What follows belongs to an exercise in optimizing a design on an open flow for small area, a short achievable clock period and few clock cycles; a production flow would make more cautious choices. Only simulation tests tie the RTL to the original design; equivalence was not proved. Power is estimated from default activity; no workload was simulated.

**design/flow/config.mk**
```make
export PLATFORM = sky130hd
export DESIGN_NAME = mips_div
export DESIGN_NICKNAME = mips_div
export VERILOG_FILES = /design/flow/design.v
export SDC_FILE = /design/flow/constraint.sdc
export NUM_CORES = 4
export LEC_CHECK = 0
export CAP_MARGIN = 20
export CORE_MARGIN = 2
export CORE_UTILIZATION = 40
export SETUP_SLACK_MARGIN = 5
export SLEW_MARGIN = 20
export TNS_END_PERCENT = 0
```
**design/flow/constraint.sdc**
```tcl
create_clock -name core_clock -period 8.0 [get_ports {div_clk}]
set_input_delay 1.6000 -clock core_clock [delete_from_list [all_inputs] [get_ports {div_clk}]]
set_output_delay 1.6000 -clock core_clock [all_outputs]
set_load 0.01 [all_outputs]
```
**design/flow/design.v**
```verilog
module mips_div(
    input         div_clk,
    input         resetn,
    input         div_signed,
    input         div,
    input  [31:0] x,
    input  [31:0] y,
    output [31:0] s,       
    output [31:0] r,       
    output        complete
);
    localparam ST_IDLE = 2'd0, ST_LZ = 2'd1, ST_FIX = 2'd2, ST_IT = 2'd3;
    reg [1:0]  st;
    reg        complete_r;
    reg [32:0] rem;      
    reg [31:0] dv;       
    reg [31:0] q;
    reg [4:0]  cnt;
    reg [4:0]  lzx;
    reg [5:0]  lzy;
    reg        xn, yn, sub;
    reg        first;    
    reg        zfix;     
    reg        fromlz;   
    wire sx     = div_signed & x[31];
    wire sy     = div_signed & y[31];
    wire sub_in = ~(sx ^ sy);
    wire sneg   = ~sub;
    wire [30:0] ux = x[30:0] ^ x[31:1];
    wire [30:0] uy = y[30:0] ^ y[31:1];
    wire [4:0]  lx, ly;
    wire        ynz;
    lzc32 u_lzx(.v({1'b0, ux[30:1], 1'b1}), .z(lx), .nz());
    lzc32 u_lzy(.v({1'b0, uy[30:0]}), .z(ly), .nz(ynz));
    wire [6:0] kd = {1'b0, lzy} - {2'b0, lzx};
    wire [4:0] k  = kd[6] ? 5'd0 : kd[4:0];
    wire       kz1 = sub & (k == 5'd0);
    wire [31:0] dsh = (dv << k) | ({32{sub}} & ~({32{1'b1}} << k));
    wire [32:0] b    = {~xn, dv};
    wire [33:0] sum  = {rem, 1'b1} + {b, sub};             
    wire [32:0] t    = sum[33:1];
    wire        zt   = xn & ~|t;                           
    wire        acc  = (xn ? t[32] : ~t[32]) & ~zfix;
    wire        last = (cnt == 5'd0);
    always @(posedge div_clk) begin
        if (!resetn) begin
            st         <= ST_IDLE;
            complete_r <= 1'b0;
        end else begin
            complete_r <= 1'b0;
            case (st)
            ST_IDLE: if (div) st <= ST_LZ;
            ST_LZ: begin
                if (!div) st <= ST_IDLE;
                else if (zt) st <= ST_FIX;
                else if (!acc || kz1) begin
                    st         <= ST_IDLE;
                    complete_r <= 1'b1;
                end else st <= ST_IT;
            end
            ST_FIX: begin
                st         <= ST_IDLE;
                complete_r <= div;
            end
            default: begin
                if (!div) st <= ST_IDLE;
                else if (last && zt && !zfix) st <= ST_FIX;
                else if (last) begin
                    st         <= ST_IDLE;
                    complete_r <= 1'b1;
                end
            end
            endcase
        end
    end
    always @(posedge div_clk) begin
        xn  <= sx;
        yn  <= sy;
        sub <= sub_in;
        lzx <= (x[31] & ~div_signed) ? 5'd0 : lx;
        lzy <= (y[31] & ~div_signed) ? 6'd0 : (ynz ? {1'b0, ly} : 6'd32);
        cnt <= (st == ST_LZ) ? k : cnt - 5'd1;
        first  <= (st == ST_LZ);
        zfix   <= (st == ST_IT) & zt & ~zfix & ~last;
        fromlz <= (st == ST_LZ);
        case (st)
        ST_IT:   q <= {(first ? {31{sneg}} : {q[30:1], q[0] ^ zfix}), acc ^ sneg};
        ST_FIX:  q <= fromlz ? {{31{sneg}}, 1'b1} : {q[31:1], ~q[0]};
        ST_LZ:   q <= {31'd0, kz1 & acc};
        default: q <= 32'd0;
        endcase
        case (st)
        ST_IDLE: dv <= y ^ {32{sub_in}};
        ST_LZ:   dv <= dsh;
        default: dv <= {~xn, dv[31:1]};
        endcase
        if (st == ST_IDLE)
            rem <= {sx, x};
        else if (st == ST_FIX || zfix)
            rem <= 33'd0;
        else if (acc && (st == ST_IT || (st == ST_LZ && (sneg || kz1))))
            rem <= t;
    end
    assign complete = complete_r;
    assign s = q;
    assign r = rem[31:0];
endmodule
module lzc32(
    input  [31:0] v,
    output [4:0]  z,
    output        nz
);
    wire [15:0] a1, z1;
    wire [7:0]  a2;
    wire [15:0] z2;
    wire [3:0]  a3;
    wire [11:0] z3;
    wire [1:0]  a4;
    wire [7:0]  z4;
    genvar i;
    generate
        for (i = 0; i < 16; i = i + 1) begin : l1
            assign a1[i] = v[2*i+1] | v[2*i];
            assign z1[i] = ~v[2*i+1];
        end
        for (i = 0; i < 8; i = i + 1) begin : l2
            assign a2[i] = a1[2*i+1] | a1[2*i];
            assign z2[2*i+1:2*i] = a1[2*i+1] ? {1'b0, z1[2*i+1]} : {1'b1, z1[2*i]};
        end
        for (i = 0; i < 4; i = i + 1) begin : l3
            assign a3[i] = a2[2*i+1] | a2[2*i];
            assign z3[3*i+2:3*i] = a2[2*i+1] ? {1'b0, z2[4*i+3:4*i+2]} : {1'b1, z2[4*i+1:4*i]};
        end
        for (i = 0; i < 2; i = i + 1) begin : l4
            assign a4[i] = a3[2*i+1] | a3[2*i];
            assign z4[4*i+3:4*i] = a3[2*i+1] ? {1'b0, z3[6*i+5:6*i+3]} : {1'b1, z3[6*i+2:6*i]};
        end
    endgenerate
    assign z  = a4[1] ? {1'b0, z4[7:4]} : {1'b1, z4[3:0]};
    assign nz = a4[1] | a4[0];
endmodule
```
**design/flow/flow/run.sh**
```bash
#!/bin/bash
# The standard layout (standard.sh, unchanged synthesis), except that:
#  - the port buffers are plain buf_2 cells instead of the default delay-buffer cell;
#  - clock tree synthesis uses clkbuf_4/clkbuf_8 and no dummy loads.
set -euo pipefail
bash standard.sh \
  BUFFER_PORTS_ARGS="-buffer_cell sky130_fd_sc_hd__buf_2" \
  CTS_ARGS="-sink_clustering_enable -repair_clock_nets -buf_list {sky130_fd_sc_hd__clkbuf_4 sky130_fd_sc_hd__clkbuf_8} -dont_use_dummy_load" \
  finish > make_finish.log 2>&1
```
**design/flow/standard.sh**
```bash
#!/bin/bash
# synth_recipe.tcl (not shown) runs the flow's synth.tcl, then flattens the netlist and writes it again
# the make line also repeats each setting of config.mk as NAME=value (left out here)
make -C /OpenROAD-flow-scripts/flow DESIGN_CONFIG=/design/flow/config.mk WORK_HOME=/design/flow/orfs CLKGATE_MAP_FILE= SYNTH_SCRIPT=/design/flow/synth_recipe.tcl "${@:-finish}"
```
==> results of run 1 <==
[placed cells by master (no fill, tap or decap), types with 11 or more instances in the layout]
cell / Yosys / final
o21ai_1: 5 / 15
xnor2_1: 20 / 20
buf_2: 9 / 132
or3_1: 11 / 11
edfxtp_1: 64 / 64
ha_1: 38 / 32
nand2_1: 158 / 155
a21oi_1: 94 / 88
a31oi_1: 17 / 15
o21ai_0: 97 / 82
buf_4: 33 / 23
nand3_1: 35 / 32
mux2i_1: 79 / 70
inv_1: 38 / 36
nor3_1: 39 / 35
nor2_1: 98 / 94
nand4_1: 14 / 14
dfxtp_1: 56 / 49
clkbuf_8: 2 / 17
and3_1: 12 / 11
a22o_1: 21 / 21
a21o_1: 40 / 40
xor2_1: 46 / 45
[per-layer routing]
| metal | wire length [um] | vias up | share of wire (%) | track usage (%) |
|---|---|---|---|---|
| li1 | - | 4946 | - | - |
| met1 | 15900 | 4943 | 44 | 35.3 |
| met2 | 16000 | 444 | 45 | 41.3 |
| met3 | 2450 | 78 | 6.8 | 4.27 |
| met4 | 1570 | 0 | 4.4 | 11.3 |
| met5 | 0 | - | 0 | 0 |
[registers in the layout, indices dropped and copies added (netlist names)]
name	count
dv	32
complete_r	1
st	2
lzx	5
xn	1
cnt	5
lzy	6
rem	33
zfix	1
q	32
sub	1
fromlz	1
[worst max-delay path: stages (launching register included)]
cell      delay, ns
dfxtp_4        0.35
buf_12         0.12
fa_2           0.39
a211oi_4       0.30
nor2_1         0.09
xor2_1         0.17
nor4_2         0.17
nand3_1        0.19
or4_4          0.56
or4b_4         0.56
nor3_4         0.14
nand4_1        0.13
o31ai_1        0.10
[stage by stage]
step	area [um2]	hold slack (ns)	utilization [%]	power [mW]	worst slack, ns
CTS	11900	0.466	46.1	4.11	4.69
global placement	11100	0.452	43.0	3.44	4.00
global route	12000	0.508	46.5	4.50	4.50
finish	12000	0.468	46.5	4.22	4.65
detailed placement	11100	0.453	43.0	3.43	3.81
floorplan	10500	0.430	-	2.79	4.76
[timing repair]
item                                    CTS  global route
pin swaps                                24             5
buffers inserted                         17             1
endpoints found under the setup margin   80            85
gates resized for setup                  79            29
cloned                                    4             0
[logic make-up (layout without fill, tap and decap cells)]
kind of cell	Yosys count	after routing
buffers and inverters	143	221
and+or+nand+nor	438	439
adders and majority gates	40	40
muxes	86	86
DFF	120	120
AOI/OAI and AO/OA	401	401
xor gates and xnor gates	67	67
[final cells by class]
cell class / count / area (um2)
inverter: 38 / 146
multi-input combinational: 1033 / 7080
timing repair buffer: 166 / 1080
clock buffer: 17 / 234
tap: 335 / 419
sequential: 120 / 3050
fill: 2592 / 13800
[synthesized netlist by cell type (14+ instances only)]
cell type	number
a21o_1	40
a21oi_1	94
a22o_1	21
a31oi_1	17
buf_4	33
clkbuf_1	56
dfxtp_1	56
edfxtp_1	64
ha_1	38
inv_1	38
mux2i_1	79
nand2_1	158
nand3_1	35
nand4_1	14
nor2_1	98
nor3_1	39
o21ai_0	97
xnor2_1	20
xor2_1	46
[worst min-delay path by stage]
stage	to	depth (start not counted)
after CTS	cnt[0]	1
after floorplan	cnt[0]	1
after detailed placement	cnt[0]	1
after global routing	cnt[0]	1
after global placement	cnt[0]	1
final	cnt[0]	1
[power by group through the flow]
stage               clock network [mW]  logic, mW  registers (mW)
floorplan                            0       1.87           0.923
global placement                     0       2.44            1.00
detailed placement                   0       2.43            1.00
CTS                              0.415       2.70           0.994
global route                     0.438       3.05            1.01
finish                           0.407       2.82           0.999
==> out/results.txt, run 1 <==
status = complete, no violations
Final min period = 3.35 ns
compound-cell area share of the yosys netlist = 25.4%
GRT overflow = 0
TritonCTS clock tree = yes
internal power = 2.09 mW
Die Wd = 166 um
critical path type = reg2reg
Area contributors post-synth = edfxtp_1, dfxtp_1, mux2i_1
DP Wirelength = 26700 um
Hold WC Path Type = reg2reg
Max FO, Critical Path = 3
Diodes inserted = 0
area fraction of the dominant cell type after synthesis = 18.4%
final setup violation count = 0
Detailed Route Iter0 Violations = 1161
Mapped Cells = 1295
CP startpoint = sub
die area = 0.0274 mm2
adder-cell share of the synthesized area = 4.94%
Total Nets Final = 1484
sequential-to-total area share from yosys stat = 29.1%
switching share of power = 50.6%
pin count of the biggest net entering global routing = 37
Main synth FF type = edfxtp_1
CTS Buffer Depth = 2
Die Height = 166 um
fraction of layout cells with a size suffix above 1 = 21.0%
Setup crit end = st[1]
PortBufs = 132
vias in the first global route = 9821
clk sink count = 120
Via Count = 10411
sequential share of power = 23.7%
Hold Buf Count CTS = 0
flops & latches, synth = 120
Slew Limit Fails = 0
Reg2Reg Depth = 12
Warnings, synthesis = 1
Crit. End Element = flip-flop
DRC = 0
initial antenna violation count = 1
Peak VDD IR = 202 uV
worst clock skew = 0.0277 ns
Total GRT Usage = 26.2%
Initial Util = 40.4%
Async SR Flop Fraction = 0%
Worst EP required = 8.36 ns
Core Region = 0.0258 mm2
combinational family with the most area after synthesis = compound AO/OA/AOI/OAI gates
clock network fraction of total power = 9.6%
Fin. Hold Viols = 0
Critical Path AT = 3.71 ns
wire per inst = 21.0 um
Skew-Pair Late Insertion Delay = 0.46 ns
pwr/cell area = 351 mW/mm2
RSZ-0062 raised after global routing = true
Avg Inst Size Synth = 8.06 um2
Initial DRT Pass Iterations = 8
TNS Setup = 0 ns
final std cells w/o fill = 1709
TritonCTS Buffers = 17
first-pass GRT wire length = 55200 um
Post-Place Cells = 1670
Routability Congestion = 0.987
CP Launch Type = flip-flop
Synth Net Count = 1403
area delta synth->final = 15.1%
r2r endpoint = st[1]
Synth area leader = edfxtp_1
Hold Startpoint = cnt[0]
Worst-path clk slew = 0.08 ns
EDFF count, synth = 64
period utilization = 41.8%
Yosys cell types = 88
DRT antenna net count = 0
fmax = 299 MHz
Worst slew margin = 46.7%
I/O pin count = 133
H-tree depth = 4
Post-Synth Simple-Gate Area = 19.6%
synthesized cell area = 0.0104 mm2
P_leak = 5.30 nW
Psw = 2.13 mW
Worst Tran Pin Value = 0.797 ns
FF-to-FF setup slack = 4.65 ns
clock tree root driver cell = clkbuf_8
part of the power in combinational logic = 66.7%
worst reg2reg startpoint = sub
XOR/XNOR Fraction of Synth Area = 5.69%
row count = 59
drt total wl = 35900 um
via-per-instance ratio = 6.09
post-synthesis mux area share = 8.43%
max cap viols = 0
Testbench counts, summed over its fixed seeds: cycles 41,468.
==> run 2, diff against run 1 <==
--- a/design/flow/design.v
+++ b/design/flow/design.v
@@ -33,7 +33,7 @@
     lzc32 u_lzx(.v({1'b0, ux[30:1], 1'b1}), .z(lx), .nz());
     lzc32 u_lzy(.v({1'b0, uy[30:0]}), .z(ly), .nz(ynz));
     wire [6:0] kd = {1'b0, lzy} - {2'b0, lzx};
-    wire [4:0] k  = kd[6] ? 5'd0 : kd[4:0];
+    wire [4:0] k  = kd[4:0];
     wire       kz1 = sub & (k == 5'd0);
     wire [31:0] dsh = (dv << k) | ({32{sub}} & ~({32{1'b1}} << k));
     wire [32:0] b    = {~xn, dv};
--- a/design/flow/config.mk
+++ b/design/flow/config.mk
@@ -5,6 +5,7 @@
 export SDC_FILE = /design/flow/constraint.sdc
 export NUM_CORES = 4
 export LEC_CHECK = 0
+export ABC_AREA = 1
 export CAP_MARGIN = 20
 export CORE_MARGIN = 2
 export CORE_UTILIZATION = 40
==> out/results.txt, run 2 <==
status = complete, no violations
Hold Buf Count CTS = 0
area fraction of the dominant cell type after synthesis = 19.9%
Hold WC Path Type = reg2reg
final setup violation count = 0
largest registers = rem (33), dv (32), q (32)
sequential-to-total area share from yosys stat = 26.4%
Die Height = 173 um
Worst-path clk slew = 0.07 ns
Slew Limit Fails = 0
TNS Setup = 0 ns
I/O pin count = 133
Synth Net Count = 2004
Worst Tran Pin Value = 0.957 ns
Initial Util = 40.9%
Via Count = 12857
wire per inst = 18.8 um
initial antenna violation count = 0
Final min period = 3.00 ns
die area = 0.0300 mm2
DRT antenna net count = 0
Die Wd = 173 um
Diodes inserted = 0
GRT overflow = 0
most common cell after layout, fill and taps aside = nand2_1
DP Wirelength = 34900 um
CTS Buffer Depth = 2
Synth area leader = nand2_1
Post-Place Cells = 2327
CP Launch Type = flip-flop
critical path type = reg2reg
Fin. Hold Viols = 0
row count = 61
pwr/cell area = 414 mW/mm2
P_leak = 6.72 nW
Max FO, Critical Path = 25
vias in the first global route = 11344
Detailed Route Iter0 Violations = 1150
synthesized cell area = 0.0115 mm2
drt total wl = 44400 um
Yosys cell types = 56
Core Region = 0.0280 mm2
PortBufs = 132
RSZ-0062 raised after global routing = true
clk sink count = 119
area delta synth->final = 12.4%
TritonCTS clock tree = yes
Main synth FF type = edfxtp_1
max reg flops = 33
Mapped Cells = 1897
Skew-Pair Late Insertion Delay = 0.46 ns
Area contributors post-synth = nand2_1, edfxtp_1, dfxtp_1
Post-synth top cells = nand2_1, inv_1, o21ai_0
Avg Inst Size Synth = 6.04 um2
Top reg by flops = rem
Critical Path AT = 3.31 ns
TritonCTS Buffers = 17
Async SR Flop Fraction = 0%
max cap viols = 0
most numerous cell in the Yosys netlist = nand2_1
final std cells w/o fill = 2365
Total GRT Usage = 28.8%
clock tree root driver cell = clkbuf_8
Crit. End Element = flip-flop
pin count of the biggest net entering global routing = 57
EDFF count, synth = 64
H-tree depth = 4
period utilization = 37.5%
Peak VDD IR = 180 uV
fmax = 334 MHz
flops & latches, synth = 119
DRC = 0
Routability Congestion = 0.994
Total Nets Final = 2096
worst clock skew = 0.0344 ns
Worst EP required = 8.31 ns
Warnings, synthesis = 1
via-per-instance ratio = 5.44
Initial DRT Pass Iterations = 6
fraction of layout cells with a size suffix above 1 = 13.9%
utilization after layout = 46.0%
first-pass GRT wire length = 66900 um
most frequent cells in the layout = nand2_1, inv_1, o21ai_0, nor2_1
Worst slew margin = 36.1%
Filler cells = 3038
[run 2: area by class of cell]
| cell class | count | area, um2 | share of cell area [%] |
|---|---|---|---|
| well taps | 378 | 473 | 3.67 |
| inverters | 286 | 1090 | 8.48 |
| repair inverters | 1 | 7.51 | 0.0583 |
| flip-flops and latches | 119 | 3020 | 23.5 |
| clock buffers | 17 | 234 | 1.82 |
| repair buffers | 164 | 991 | 7.69 |
| multi-input cells | 1400 | 7060 | 54.8 |
[run 2: critical path, cell delays in order, from the launching register on]
cell	delay, ns
dfxtp_1	0.32
inv_1	0.04
ha_1	0.17
inv_1	0.09
fa_1	0.45
buf_12	0.19
clkinvlp_4	0.07
buf_4	0.19
buf_4	0.26
a21oi_1	0.09
inv_1	0.08
nor2_1	0.05
nor2_1	0.34
a31oi_1	0.19
a31oi_1	0.21
o21ai_0	0.11
[run 2: power by group]
| part | total, mW | switching (mW) | internal, mW |
|---|---|---|---|
| Clock | 0.413 | 0.227 | 0.187 |
| Sequential | 1.09 | 0.222 | 0.873 |
| Combinational | 3.83 | 2.61 | 1.22 |
| Total | 5.34 | 3.06 | 2.28 |
[run 2: routing by layer]
layer	routed length [um]	vias to the layer above	track usage [%]
met5	0	-	0
met4	1060	0	7.87
met3	3600	65	4.43
met2	19600	579	45.4
met1	20100	5910	40.8
li1	-	6303	-
[run 2: kinds of logic after synthesis]
family,count (synthesis),synth area share [%]
flops,119,26.4
fa+ha+maj,39,4.39
xor+xnor,15,1.21
mux,21,1.83
buf+inv,379,13.5
compound gates,342,16.9
simple gates,982,35.8
[run 2: final timing paths]
kind / cells past startpoint / from / end / slack, ns
worst max-delay path: 15 / lzy[0] / dv[4] / 5.00
worst max register to register: 15 / lzy[0] / dv[4] / 5.00
worst min-delay path: 1 / cnt[0] / cnt[0] / 0.46
worst min register to register: 1 / cnt[0] / cnt[0] / 0.46
[run 2: timing repair]
item,in CTS,in global routing
pin swaps,2,7
buffers inserted,10,9
gates cloned,2,0
endpoints found under the setup margin,73,82
gates resized for setup,5,67
[run 2: stage by stage]
step / hold slack [ns] / total power [mW] / area (um2) / worst slack, ns
after floorplan: 0.427 / 3.67 / 11500 / 4.94
after global placement: 0.443 / 4.69 / 12200 / 4.33
after detailed placement: 0.450 / 4.71 / 12200 / 4.30
after CTS: 0.460 / 5.20 / 12600 / 4.80
after global routing: 0.477 / 5.80 / 12900 / 4.85
final: 0.462 / 5.34 / 12900 / 5.00
Testbench counts of run 2, summed over its fixed seeds: cycles 41,468.
==> run 3, diff against run 2 <==
--- a/design/flow/config.mk
+++ b/design/flow/config.mk
@@ -5,7 +5,6 @@
 export SDC_FILE = /design/flow/constraint.sdc
 export NUM_CORES = 4
 export LEC_CHECK = 0
-export ABC_AREA = 1
 export CAP_MARGIN = 20
 export CORE_MARGIN = 2
 export CORE_UTILIZATION = 40
==> out/results.txt, run 3 <==
status = complete, no violations
DRC = 0
Diodes inserted = 0
TNS Setup = 0 ns
drt total wl = 35400 um
sequential-to-total area share from yosys stat = 28.4%
Warnings, synthesis = 1
Critical Path AT = 3.48 ns
Initial DRT Pass Iterations = 6
max cap viols = 0
Async SR Flop Fraction = 0%
TritonCTS clock tree = yes
critical path type = reg2reg
most frequent cells in the layout = nand2_1, buf_2, nor2_1, o21ai_0, a21oi_1
wire per inst = 20.4 um
worst clock skew = 0.0332 ns
Avg Inst Size Synth = 7.98 um2
Synth Net Count = 1440
clock tree root driver cell = clkbuf_8
H-tree depth = 4
Final min period = 3.12 ns
setup slack after placement = 4.10 ns
GRT overflow = 0
Initial Util = 40.8%
FF-to-FF setup slack = 4.88 ns
final std cells w/o fill = 1730
initial antenna violation count = 1
Total Nets Final = 1504
Area contributors post-synth = edfxtp_1, dfxtp_1, nand2_1
largest registers = rem (33), dv (32), q (32)
Worst path slowest cell = fa_2
Main synth FF type = edfxtp_1
DRT antenna net count = 0
clk sink count = 119
Worst slew margin = 45.8%
CP cell instances = inv_1 -> ha_2 -> inv_1 -> fa_2 -> buf_12 -> buf_4 -> inv_4 -> mux2i_1 -> nand2_1 -> o21a_1 -> a211oi_1 -> a21oi_1 -> a21oi_1 -> mux2_2
I/O pin count = 133
vias in the first global route = 9794
Skew-Pair Late Insertion Delay = 0.47 ns
PortBufs = 132
Die Height = 167 um
Total GRT Usage = 24.7%
Peak VDD IR = 130 uV
Top reg by flops = rem
post-route setup slack = 4.88 ns
CP Launch Type = flip-flop
area delta synth->final = 14.4%
most common cell after layout, fill and taps aside = nand2_1
Max FO, Critical Path = 19
CTS Buffer Depth = 2
pwr/cell area = 382 mW/mm2
max reg flops = 33
DP Wirelength = 26000 um
fraction of layout cells with a size suffix above 1 = 23.7%
Post-Place Cells = 1692
Core Region = 0.0261 mm2
Via Count = 10460
Fin. Hold Viols = 0
Mapped Cells = 1333
Post-synth top cells = nand2_1, a21oi_1, nor2_1
fmax = 321 MHz
pin count of the biggest net entering global routing = 56
EDFF count, synth = 64
Worst Tran Pin Value = 0.805 ns
Hold WC Path Type = reg2reg
RSZ-0062 raised after global routing = true
Routability Congestion = 0.936
Crit. End Element = flip-flop
flops & latches, synth = 119
TritonCTS Buffers = 17
Worst-path clk slew = 0.07 ns
crit-path max cell delay = 0.50 ns
P_leak = 5.18 nW
first-pass GRT wire length = 54700 um
most numerous cell in the Yosys netlist = nand2_1
synthesized cell area = 0.0106 mm2
final setup violation count = 0
Slew Limit Fails = 0
row count = 59
period utilization = 39.0%
area fraction of the dominant cell type after synthesis = 18.1%
Worst EP required = 8.36 ns
Synth area leader = edfxtp_1
via-per-instance ratio = 6.05
Yosys cell types = 89
die area = 0.0279 mm2
Die Wd = 167 um
Detailed Route Iter0 Violations = 1222
==> run 3: cell types whose count changed after synthesis, moves of 16 or more <==
cell,delta
a21oi_1,+26
or3_1,+17
nand3_1,-98
nand2_2,-16
xor2_1,+27
o21ai_0,-66
nor2_1,-48
inv_1,-232
nand2_1,-454
a211oi_1,+26
a21o_1,+38
mux2i_1,+17
xnor2_1,+24
==> run 3: per-stage QoR <==
stage / hold WS [ns] / power [mW] / area, um2 / utilization (%)
finish: 0.507 / 4.65 / 12200 / 46.7
global route: 0.539 / 4.95 / 12200 / 46.7
CTS: 0.508 / 4.48 / 12000 / 46.2
detailed placement: 0.492 / 3.75 / 11300 / 43.3
global placement: 0.491 / 3.75 / 11300 / 43.3
floorplan: 0.448 / 3.07 / 10700 / -
==> run 3: power by group <==
part | internal, mW | switching, mW
Combinational | 1.26 | 1.94
Sequential | 0.847 | 0.195
Clock | 0.186 | 0.223
Total | 2.29 | 2.36
==> run 3: critical path, delay by kind of cell (launching register included) <==
family | cells | cell delay, ns
DFF | 1 | 0.30
muxes | 2 | 0.62
adders and majority gates | 2 | 0.65
buffers and inverters | 5 | 0.61
and+or+nand+nor | 1 | 0.10
AOI/OAI and AO/OA | 4 | 0.75
==> run 3: kinds of logic (layout without fill, tap and decap cells) <==
group,count (synthesis),count (layout),share of synthesized area (%)
fa+ha+maj,39,39,4.73
simple gates,432,432,19.2
flops,119,119,28.4
compound gates,446,446,27.4
xor+xnor,66,66,5.50
buf+inv,168,230,7.48
mux,63,63,7.28
==> run 3: routing by layer <==
metal,vias up,track usage (%),share of wire (%)
met1,4907,35.3,46
met2,482,39.6,45
met3,54,3.38,7.1
li1,5017,-,-
met4,0,6.18,2.2
met5,-,0,0
==> run 3: what timing repair did <==
item                       in CTS  in global routing
gates cloned                    1                  0
pin swaps                      20                 11
resized for setup              85                 32
setup endpoints to repair      65                 67
hold buffers                    0                  0
setup buffers                  17                  3
==> run 3: worst paths after layout <==
check / cells past startpoint / startpoint / to
worst max-delay path: 14 / lzy[0] / dv[17]
worst min-delay path: 2 / cnt[4] / cnt[4]
worst max register to register: 14 / lzy[0] / dv[17]
worst min register to register: 2 / cnt[4] / cnt[4]
==> run 3: cell type report <==
| class | count | area, um2 |
|---|---|---|
| well taps | 335 | 419 |
| multi-input cells | 1046 | 7300 |
| flip-flops and latches | 119 | 3040 |
| fillers | 2609 | 13900 |
| repair buffers | 168 | 1010 |
| clock buffers | 17 | 234 |
| inverters | 45 | 171 |

[separate check: timing with driven ports]
How much do the figures lean on ideal ports? The routed layouts below were timed once more, with nothing changed but the port constraints.
Step 1 (the two cells are an assumption about what drives the block):
set clk [get_ports {div_clk}]
set_driving_cell -lib_cell sky130_fd_sc_hd__clkbuf_16 $clk
set_driving_cell -lib_cell sky130_fd_sc_hd__buf_2 [delete_from_list [all_inputs] $clk]
Step 2, shift: input delay + t, output delay - t, t = (earliest + latest rising clock arrival at the registers) / 2. This alone moves slack from input paths to output paths.
Slacks: ideal / step 1 / step 2; pairs: ideal / step 1.
| run | t (ns) | setup slack, ns | worst setup path at the end |
|---|---|---|---|
| run 1 | 0.492 | 4.653 / 4.653 / 4.276 | input to register |
| run 2 | 0.483 | 5.003 / 5.003 / 4.550 | input to register |
| run 3 | 0.484 | 4.884 / 4.884 / 4.427 | input to register |
After both steps every run listed still meets setup and hold. The setup slack of run 3, which loses most, moves by 0.000 ns with the drivers and by -0.457 ns with both steps.
